This is an optimization exercise on Yosys and OpenROAD, whose aim is small area, a short achievable clock period and few clock cycles per item, not a production implementation.
The RTL was checked by simulation tests, not by an equivalence proof against the original design.

### design/flow/design.v
module matrix_mul(
    input wire clk,
    input wire reset,
    input wire start,
    input wire [8:0][7:0] matrix_a,
    input wire [8:0][7:0] matrix_b,
    output reg [8:0][15:0] result,
    output reg done
);
reg [3:0] state;
reg [3:0] i, j, k;
reg [15:0] sum;
localparam IDLE = 4'd0, MULTIPLY = 4'd1, DONE = 4'd2;
always @(posedge clk or posedge reset) begin
    if (reset) begin
        state <= IDLE;
        done <= 0;
        i <= 0;
        j <= 0;
        k <= 0;
        sum <= 0;
    end else begin
        case (state)
            IDLE: begin
                if (start) begin
                    state <= MULTIPLY;
                    i <= 0;
                    j <= 0;
                    k <= 0;
                    sum <= 0;
                    done <= 0;
                end
            end
            MULTIPLY: begin
                if (k == 3) begin
                    result[i*3 + j] <= sum;
                    sum <= 0;
                    k <= 0;
                    if (j == 2) begin
                        j <= 0;
                        if (i == 2) begin
                            state <= DONE;
                        end else begin
                            i <= i + 1;
                        end
                    end else begin
                        j <= j + 1;
                    end
                end else begin
                    sum <= sum + matrix_a[i*3 + k] * matrix_b[k*3 + j];
                    k <= k + 1;
                end
            end
            DONE: begin
                done <= 1;
                state <= IDLE;
            end
        endcase
    end
end
endmodule
### design/flow/run.sh
#!/bin/bash
# synth_recipe.tcl (not shown) runs the flow's synth.tcl, then flattens the netlist and writes it again
# the make line also repeats each setting of config.mk as NAME=value (left out here)
make -C /OpenROAD-flow-scripts/flow DESIGN_CONFIG=/design/flow/config.mk WORK_HOME=/design/flow/orfs CLKGATE_MAP_FILE= SYNTH_SCRIPT=/design/flow/synth_recipe.tcl finish
### design/flow/config.mk
export PLATFORM = sky130hd
export DESIGN_NAME = matrix_mul
export DESIGN_NICKNAME = matrix_mul
export VERILOG_FILES = /design/flow/design.v
export SDC_FILE = /design/flow/constraint.sdc
export NUM_CORES = 4
export LEC_CHECK = 0
export CAP_MARGIN = 20
export CORE_MARGIN = 2
export CORE_UTILIZATION = 40
export PLACE_DENSITY = 0.6
export SLEW_MARGIN = 20
### design/flow/constraint.sdc
create_clock -name core_clock -period 10.0 [get_ports {clk}]
set_input_delay 2.0000 -clock core_clock [delete_from_list [all_inputs] [get_ports {clk}]]
set_output_delay 2.0000 -clock core_clock [all_outputs]
set_load 0.01 [all_outputs]
==> results of run 1 <==
sequential cells by signal, indices dropped and copies added, names as in the netlist:
register and flops:
i 4, state 2, k 4, j 4, done 1, sum 16
result 144
worst paths after layout:
kind	startpoint	endpoint
setup / recovery	i[0]	sum[14]
hold / removal	sum[4]	sum[4]
setup reg to reg	i[0]	sum[14]
hold reg to reg	sum[4]	sum[4]
max in group asynchronous	reset	sum[9]
min in group asynchronous	reset	done
cell families after synthesis:
family | after synthesis | share of synthesized area (%)
adder cells (fa/ha/maj) | 122 | 16.03
multiplexers | 197 | 21.03
AND/OR/NAND/NOR | 192 | 7.819
AO/OA/AOI/OAI | 105 | 6.741
buffers and inverters | 142 | 4.617
flip-flops | 175 | 41.82
XOR/XNOR | 27 | 1.939
layout make-up:
| type | instances | area, um^2 | area share [%] |
|---|---|---|---|
| Tap cell | 390 | 488.0 | 3.033 |
| Clock buffer | 17 | 425.4 | 2.644 |
| Clock inverter | 15 | 170.2 | 1.058 |
| Sequential cell | 175 | 5100 | 31.70 |
| Inverter | 91 | 341.6 | 2.123 |
| Timing Repair Buffer | 302 | 2995 | 18.62 |
| Multi-Input combinational cell | 643 | 6568 | 40.82 |
layout by cell type (no fill, tap or decap), types with 10 or more instances in the layout:
cell type	synthesis	routed
a21oi_1	16	16
edfxtp_1	144	144
clkbuf_16	0	17
buf_4	1	11
nand3_1	20	20
mux2i_1	11	11
mux2_2	133	133
nor2_1	33	33
mux4_2	32	32
clkdlybuf4s50_1	0	291
a22o_1	17	17
and2_0	14	14
and3_1	10	10
nand2_1	58	58
o21ai_0	23	23
ha_1	65	63
xnor2_1	21	20
dfrtp_1	31	31
fa_1	57	57
inv_1	91	91
nor3_1	18	18
mux2_1	21	21
and2_1	10	10
worst reg2reg max path: stages, from the launching register on:
cell	delay, ps
dfrtp_1	480
inv_1	70
ha_1	380
fa_1	1070
nor3b_1	820
nand3_1	140
o21ai_0	190
and2_1	320
nand2_1	120
fa_1	550
inv_1	50
fa_1	500
fa_1	510
fa_1	490
ha_1	360
a2111oi_0	450
o21ai_0	220
a41oi_1	360
a21oi_1	130
xor2_1	150
a22o_1	200
metal layers:
metal | vias up | GRT usage, % | share of wire, %
met3 | 34 | 3.240 | 5.2
met1 | 4278 | 26.87 | 44
met4 | 0 | 7.215 | 2.7
met2 | 301 | 35.39 | 48
met5 | - | 0 | 0
li1 | 4025 | - | -
through the flow:
stage	util, %	hold WS (ps)
floorplan	-	501.1
global placement	51.93	530.7
detailed placement	51.94	551.6
CTS	53.93	567.0
global route	53.99	589.4
finish	53.99	561.3
==> run notes, run 1 <==
Max-Cap Viols -> 0
most common cell in the netlist -> edfxtp_1
Die ar. -> 31900 um^2
clock root buffer -> clkbuf_16
post-DR vias/cell -> 5.290
layout cell share with drive strength beyond 1 -> 18.26%
Final Max Tran Viols -> 0
CTS Hold Bufs -> 0
Core Region -> 29800 um^2
hold path cells -> 1
placed inst area -> 15470 um^2
vias in the first global route -> 8792
All-Layer GR Usage -> 20.77%
Post-Synthesis Cells -> 960
run status -> finished clean
critical path required time -> 10330 ps
worst skew pair latency -> 430 ps
Syn Area/Cell -> 12.70 um^2
clock-pin slew on the worst setup and hold paths -> 80 ps
Finished Layout Cells -> 1633
wire per inst -> 19.83 um
relative slew slack -> 27.95%
Setup crit end kind -> flip-flop
DR DRC count -> 0
worst path cell trace -> inv_1 > ha_1 > fa_1 > nor3b_1 > nand3_1 > o21ai_0 > and2_1 > nand2_1 > fa_1 > inv_1 > fa_1 > fa_1 > fa_1 > ha_1 > a2111oi_0 > o21ai_0 > a41oi_1 > a21oi_1 > xor2_1 > a22o_1
post-synthesis net count -> 1229
Final TNS setup -> 0 ps
# IOs -> 292
DP Cell Count -> 1601
WS Path Type -> flip-flop to flip-flop
ant diodes -> 0
Worst Hold Class -> flip-flop to flip-flop
Layout Cell Area excl Fill -> 16090 um^2
Cell Rows -> 63
top cells by area, synth -> edfxtp_1, mux2_2, fa_1, ha_1, dfrtp_1
Initial DRC Count -> 556
number of nets in the layout -> 1499
Setup Skew -> 12.82 ps
CTS tree -> yes
deepest clock path buffer count -> 2
top achievable clock speed -> 0.1301 GHz
TritonCTS Buffers -> 17
CP Launch Type -> flip-flop
initial antenna violation count -> 0
# fillers -> 2574
Area growth syn-to-layout -> 31.93%
FFs w/ async S/R, synth -> 17.71%
vias -> 8638
WP depth -> 20
Port Buffers -> 291
cell mode on critical path -> fa_1
post-CTS setup buffer count -> 0
fin crit period -> 7685 ps
drt pass-1 iters -> 5
Reg2Reg Depth -> 20
Most used DFF post-synth -> edfxtp_1
Die X -> 178.6 um
RSZ-0062 raised after global routing -> no
synthesis warning total -> 1
post-CTS sizing -> 0
CP max FO -> 17
actual slew at the worst max-slew pin -> 1081 ps
period utilization -> 76.85%
CP max stage delay -> 1060 ps
largest net degree at the start of global routing -> 84
initial core utilization -> 40.93%
CTS sink count -> 175
first-pass GRT wire length -> 50.02 mm
final WL -> 32.38 mm
mapped cell area -> 12190 um^2
synthesis-stage register bit count -> 175
pre-CTS setup slack -> 2238 ps
WP data arrival -> 8010 ps
Post-synth EDFFs -> 144
DIE HEIGHT -> 178.6 um
top cell type's share of synthesized area -> 35.46%
final setup margin -> 2315 ps
final hold vios -> 0
leading area contributor after synthesis -> edfxtp_1
hpwl dp -> 25.88 mm
Netlist cell types -> 56
final setup fails -> 0
Slowest-stage cell, CP -> fa_1
RD Place Congestion -> 0.8882
ANT nets after route -> 0
critical path buffer and inverter count -> 2
post-synthesis sequential area ratio -> 41.82%
reg2reg setup slack -> 2310 ps
global route overflow -> 0
H-tree depth -> 4
Post-synth top cells -> edfxtp_1, mux2_2, inv_1
Crit path max-delay family -> adder cells
Testbench counts, summed over its fixed seeds: cycles 19,456, items 512.
==> run 2: changes to the inputs <==
==> design/flow/design.v (replaced) <==
module matrix_mul(
    input wire clk,
    input wire reset,
    input wire start,
    input wire [8:0][7:0] matrix_a,
    input wire [8:0][7:0] matrix_b,
    output reg [8:0][15:0] result,
    output reg done
);
reg phase;
always @(posedge clk or posedge reset) begin
    if (reset) begin
        phase <= 1'b0;
        done  <= 1'b0;
    end else begin
        phase <= start & ~phase;
        if (phase)
            done <= 1'b1;
        else if (start)
            done <= 1'b0;
    end
end
wire [8:0][3:0] nib;
genvar e, i, j;
generate
    for (e = 0; e < 9; e = e + 1) begin : g_nib
        assign nib[e] = phase ? matrix_b[e][3:0] : matrix_b[e][7:4];
    end
    for (i = 0; i < 3; i = i + 1) begin : g_row
        for (j = 0; j < 3; j = j + 1) begin : g_col
            wire [15:0] acc = phase ? {result[i*3+j][11:0], 4'b0} : 16'd0;
            wire [15:0] s = acc
                          + matrix_a[i*3+0] * nib[0*3+j]
                          + matrix_a[i*3+1] * nib[1*3+j]
                          + matrix_a[i*3+2] * nib[2*3+j];
            always @(posedge clk)
                if (phase | start)
                    result[i*3+j] <= s;
        end
    end
endgenerate
endmodule
==> run 2 against run 1 <==
Still clean. Clock skew up 16 ps. Utilization down 8.7 points. Count of clock-buffer cells in the layout is 2 higher. Cell count rose to 3.1 times the previous value. First-iteration DRC count grew 100%. Global-route usage rose by 1.3 points. Critical path type is now input pin to flip-flop.
==> run notes, run 2 <==
top cells by area, synth -> fa_1, edfxtp_1, ha_1, inv_1, and2_1 (was edfxtp_1, mux2_2, fa_1, ha_1, dfrtp_1)
M3 GR Usage -> 3.491% (was 3.240%)
most common cell in the netlist -> inv_1 (was edfxtp_1)
Initial DRC Count -> 1139 (was 556)
vias -> 25120 (was 8638)
All-Layer GR Usage -> 22.11% (was 20.77%)
placed inst area -> 39350 um^2 (was 15470 um^2)
TritonCTS Buffers -> 17 (unchanged)
top flop regs -> result x144, done x1, phase x1 (was result x144, sum x16)
most frequent cells in the layout -> inv_1, fa_1, and2_1 (was clkdlybuf4s50_1, edfxtp_1, mux2_2)
synthesis warning total -> 1 (unchanged)
FFs w/ async S/R, synth -> 1.370% (was 17.71%)
max FFs per register -> 144 (unchanged)
vias in the first global route -> 27490 (was 8792)
XOR/XNOR Fraction of Synth Area -> 2.319% (was 1.939%)
Worst Hold Class -> flip-flop to flip-flop (unchanged)
initial core utilization -> 40.24% (was 40.93%)
Slowest-stage cell, CP -> fa_1 (unchanged)
Port Buffers -> 291 (unchanged)
CTS Hold Bufs -> 0 (unchanged)
hpwl dp -> 77.65 mm (was 25.88 mm)
CP max FO -> 24 (was 17)
mux cell area share after synthesis -> 1.244% (was 21.03%)
global route overflow -> 0 (unchanged)
Setup Skew -> 29.26 ps (was 12.82 ps)
CTS sink count -> 146 (was 175)
wire per inst -> 18.66 um (was 19.83 um)
CP Launch Type -> input pin (was flip-flop)
Post-Synthesis Cells -> 3753 (was 960)
critical path buffer and inverter count -> 5 (was 2)
drt pass-1 iters -> 5 (unchanged)
busiest grt layer -> met2 (unchanged)
DR DRC count -> 0 (unchanged)
Synth Area in Compound Gates -> 4.310% (was 6.741%)
Post-Synth Simple-Gate Area -> 16.22% (was 7.819%)
mapped cell area -> 35510 um^2 (was 12190 um^2)
critical path required time -> 10270 ps (was 10330 ps)
CP max stage delay -> 550 ps (was 1060 ps)
Die ar. -> 91160 um^2 (was 31900 um^2)
final setup margin -> 2798 ps (was 2315 ps)
WP data arrival -> 7470 ps (was 8010 ps)
clock root buffer -> clkbuf_16 (unchanged)
deepest clock path buffer count -> 2 (unchanged)
Max-Cap Viols -> 0 (unchanged)
leading area contributor after synthesis -> fa_1 (was edfxtp_1)
Layout Cell Area excl Fill -> 39920 um^2 (was 16090 um^2)
WP depth -> 19 (was 20)
# fillers -> 8551 (was 2574)
number of nets in the layout -> 5104 (was 1499)
WS Path Type -> input pin to flip-flop (was flip-flop to flip-flop)
post-synthesis sequential area ratio -> 12.32% (was 41.82%)
GRT met1 Usage -> 27.33% (was 26.87%)
Die X -> 301.9 um (was 178.6 um)
worst skew pair latency -> 550 ps (was 430 ps)
# IOs -> 292 (unchanged)
synthesis-stage register bit count -> 146 (was 175)
top cell type's share of synthesized area -> 41.10% (was 35.46%)
relative slew slack -> 40.08% (was 27.95%)
Crit path max-delay family -> adder cells (unchanged)
top achievable clock speed -> 0.1389 GHz (was 0.1301 GHz)
RD Place Congestion -> 0.8346 (was 0.8882)
hold path cells -> 1 (unchanged)
Setup crit end kind -> flip-flop (unchanged)
Most used DFF post-synth -> edfxtp_1 (unchanged)
final hold vios -> 0 (unchanged)
Finished Layout Cells -> 5094 (was 1633)
Final TNS setup -> 0 ps (unchanged)
DIE HEIGHT -> 301.9 um (was 178.6 um)
initial antenna violation count -> 10 (was 0)
Area growth syn-to-layout -> 12.45% (was 31.93%)
Post-Synth Adder-Cell Area -> 52.20% (was 16.03%)
Final Max Tran Viols -> 0 (unchanged)
actual slew at the worst max-slew pin -> 898.7 ps (was 1081 ps)
DP Cell Count -> 5059 (was 1601)
period utilization -> 72.02% (was 76.85%)
largest family of logic cells by synthesized area -> adder cells (was multiplexers)
post-CTS setup buffer count -> 0 (unchanged)
post-DR vias/cell -> 4.931 (was 5.290)
Util after Layout -> 45.25% (was 53.99%)
H-tree depth -> 4 (unchanged)
Cell Rows -> 109 (was 63)
RSZ-0062 raised after global routing -> no (unchanged)
Syn Area/Cell -> 9.461 um^2 (was 12.70 um^2)
run status -> finished clean (unchanged)
ANT nets after route -> 0 (unchanged)
Post-synth EDFFs -> 144 (unchanged)
worst path cell trace -> clkdlybuf4s50_1 > mux2_2 > and2_1 > fa_1 > inv_1 > fa_1 > inv_1 > fa_1 > inv_1 > fa_1 > inv_1 > ha_1 > fa_1 > a211oi_1 > o21ai_0 > a31oi_1 > o21bai_1 > a21oi_1 > xnor2_1 (was inv_1 > ha_1 > fa_1 > nor3b_1 > nand3_1 > o21ai_0 > and2_1 > nand2_1 > fa_1 > inv_1 > fa_1 > fa_1 > fa_1 > ha_1 > a2111oi_0 > o21ai_0 > a41oi_1 > a21oi_1 > xor2_1 > a22o_1)
largest net degree at the start of global routing -> 59 (was 84)
Post-synth top cells -> inv_1, fa_1, and2_1 (was edfxtp_1, mux2_2, inv_1)
cell mode on critical path -> fa_1 (unchanged)
CTS tree -> yes (unchanged)
clock-pin slew on the worst setup and hold paths -> 70 ps (was 80 ps)
first-pass GRT wire length -> 152.5 mm (was 50.02 mm)
met2 Usage GRT -> 39.36% (was 35.39%)
final setup fails -> 0 (unchanged)
post-CTS sizing -> 0 (unchanged)
Netlist cell types -> 59 (was 56)
Largest Register -> result (unchanged)
layout cell share with drive strength beyond 1 -> 2.369% (was 18.26%)
final WL -> 95.04 mm (was 32.38 mm)
Core Region -> 88240 um^2 (was 29800 um^2)
Reg2Reg Depth -> 19 (was 20)
post-synthesis net count -> 4944 (was 1229)
commonest non-fill, non-tap cell in the layout -> inv_1 (was clkdlybuf4s50_1)
fin crit period -> 7202 ps (was 7685 ps)
pre-CTS setup slack -> 2283 ps (was 2238 ps)
run 2: cell types whose count changed after synthesis, moves of 42 or more:
cell,before,now
a21oi_1,16,58
nand2_1,58,466
fa_1,57,729
mux2_2,133,33
ha_1,65,315
inv_1,91,909
xnor2_1,21,66
and2_1,10,473
clkbuf_1,39,154
nor2b_1,6,69
run 2: worst reg2reg max path: stages, from the launching register on:
cell and delay, ps:
dfrtp_4 600, buf_4 580, mux2_2 630, and2_1 300
fa_1 530, inv_1 60, fa_1 530, inv_1 50
fa_1 480, inv_1 60, fa_1 520, inv_1 60
ha_1 310, fa_1 410, a21o_1 210, a211oi_1 290
o21ai_0 190, a31oi_1 280, o21ai_0 160, xnor2_1 150
run 2: worst paths after layout:
path	start	endpoint	slack, ps
min reg2reg	done	done	480
max in group asynchronous	reset	phase	8270
min	done	done	480
max	matrix_b[42]	result[92]	2800
max reg2reg	phase	result[62]	3360
min in group asynchronous	reset	phase	1610
run 2: metal layers:
metal / wire length, um / vias up / part of all wire, %
met3: 3826 / 138 / 4.0
met1: 39000 / 13070 / 41
met4: 2898 / 16 / 3.0
met2: 49210 / 449 / 52
li1: - / 11450 / -
met5: 97 / - / 0.10
run 2: layout make-up:
| cell class | instances | area [um^2] | area share, % |
|---|---|---|---|
| Timing Repair Buffer | 302 | 2995 | 7.503 |
| Clock inverter | 13 | 128.9 | 0.3228 |
| Sequential cell | 146 | 4378 | 10.97 |
| Multi-Input combinational cell | 2537 | 27100 | 67.88 |
| Inverter | 909 | 3412 | 8.546 |
| Clock buffer | 19 | 442.9 | 1.109 |
| Antenna cell | 3 | 7.507 | 0.01880 |
| Tap cell | 1165 | 1458 | 3.651 |
run 2: kinds of logic after synthesis:
logic type / count (synthesis)
buffers and inverters: 1070
AND/OR/NAND/NOR: 1121
XOR/XNOR: 94
multiplexers: 40
adder cells (fa/ha/maj): 1044
flip-flops: 146
AO/OA/AOI/OAI: 238
run 2: metrics by stage:
step           hold WS, ps
2_1_floorplan        518.4
3_3_place_gp         462.7
3_5_place_dp         469.3
4_1_cts              486.6
5_1_grt              518.5
6_report             483.2
Testbench counts of run 2, summed over its fixed seeds: cycles 1,024, items 512.

[afterwards: timing with drivers on the ports]
In the flow no input, the clock included, has a driving cell. The finished layouts below were timed again as built, in two steps. Step 1: set_driving_cell puts a clkbuf_16 on clk and a buf_2 on each other input, an assumption about the parent block. Step 2, shift: input delay + t, output delay - t, t = (earliest + latest rising clock arrival at the registers) / 2. This alone moves slack from input paths to output paths. Slacks: no drivers / after step 1 / after step 2; pairs: no drivers / after step 1.
| run | shift t [ns] | slack for setup (ns) | worst register clock-pin slew, ns | cell pins on the clock port's net |
|---|---|---|---|---|
| run 1 | 0.475 | 2.315 / 2.315 / 2.192 | 0.08 / 0.08 | 1 |
| run 2 | 0.603 | 2.798 / 2.843 / 2.240 | 0.10 / 0.10 | 1 |
After both steps setup and hold are still met in every run listed. For run 2, which loses most, drivers alone change the setup slack by +0.045 ns; drivers and shift together by -0.558 ns.
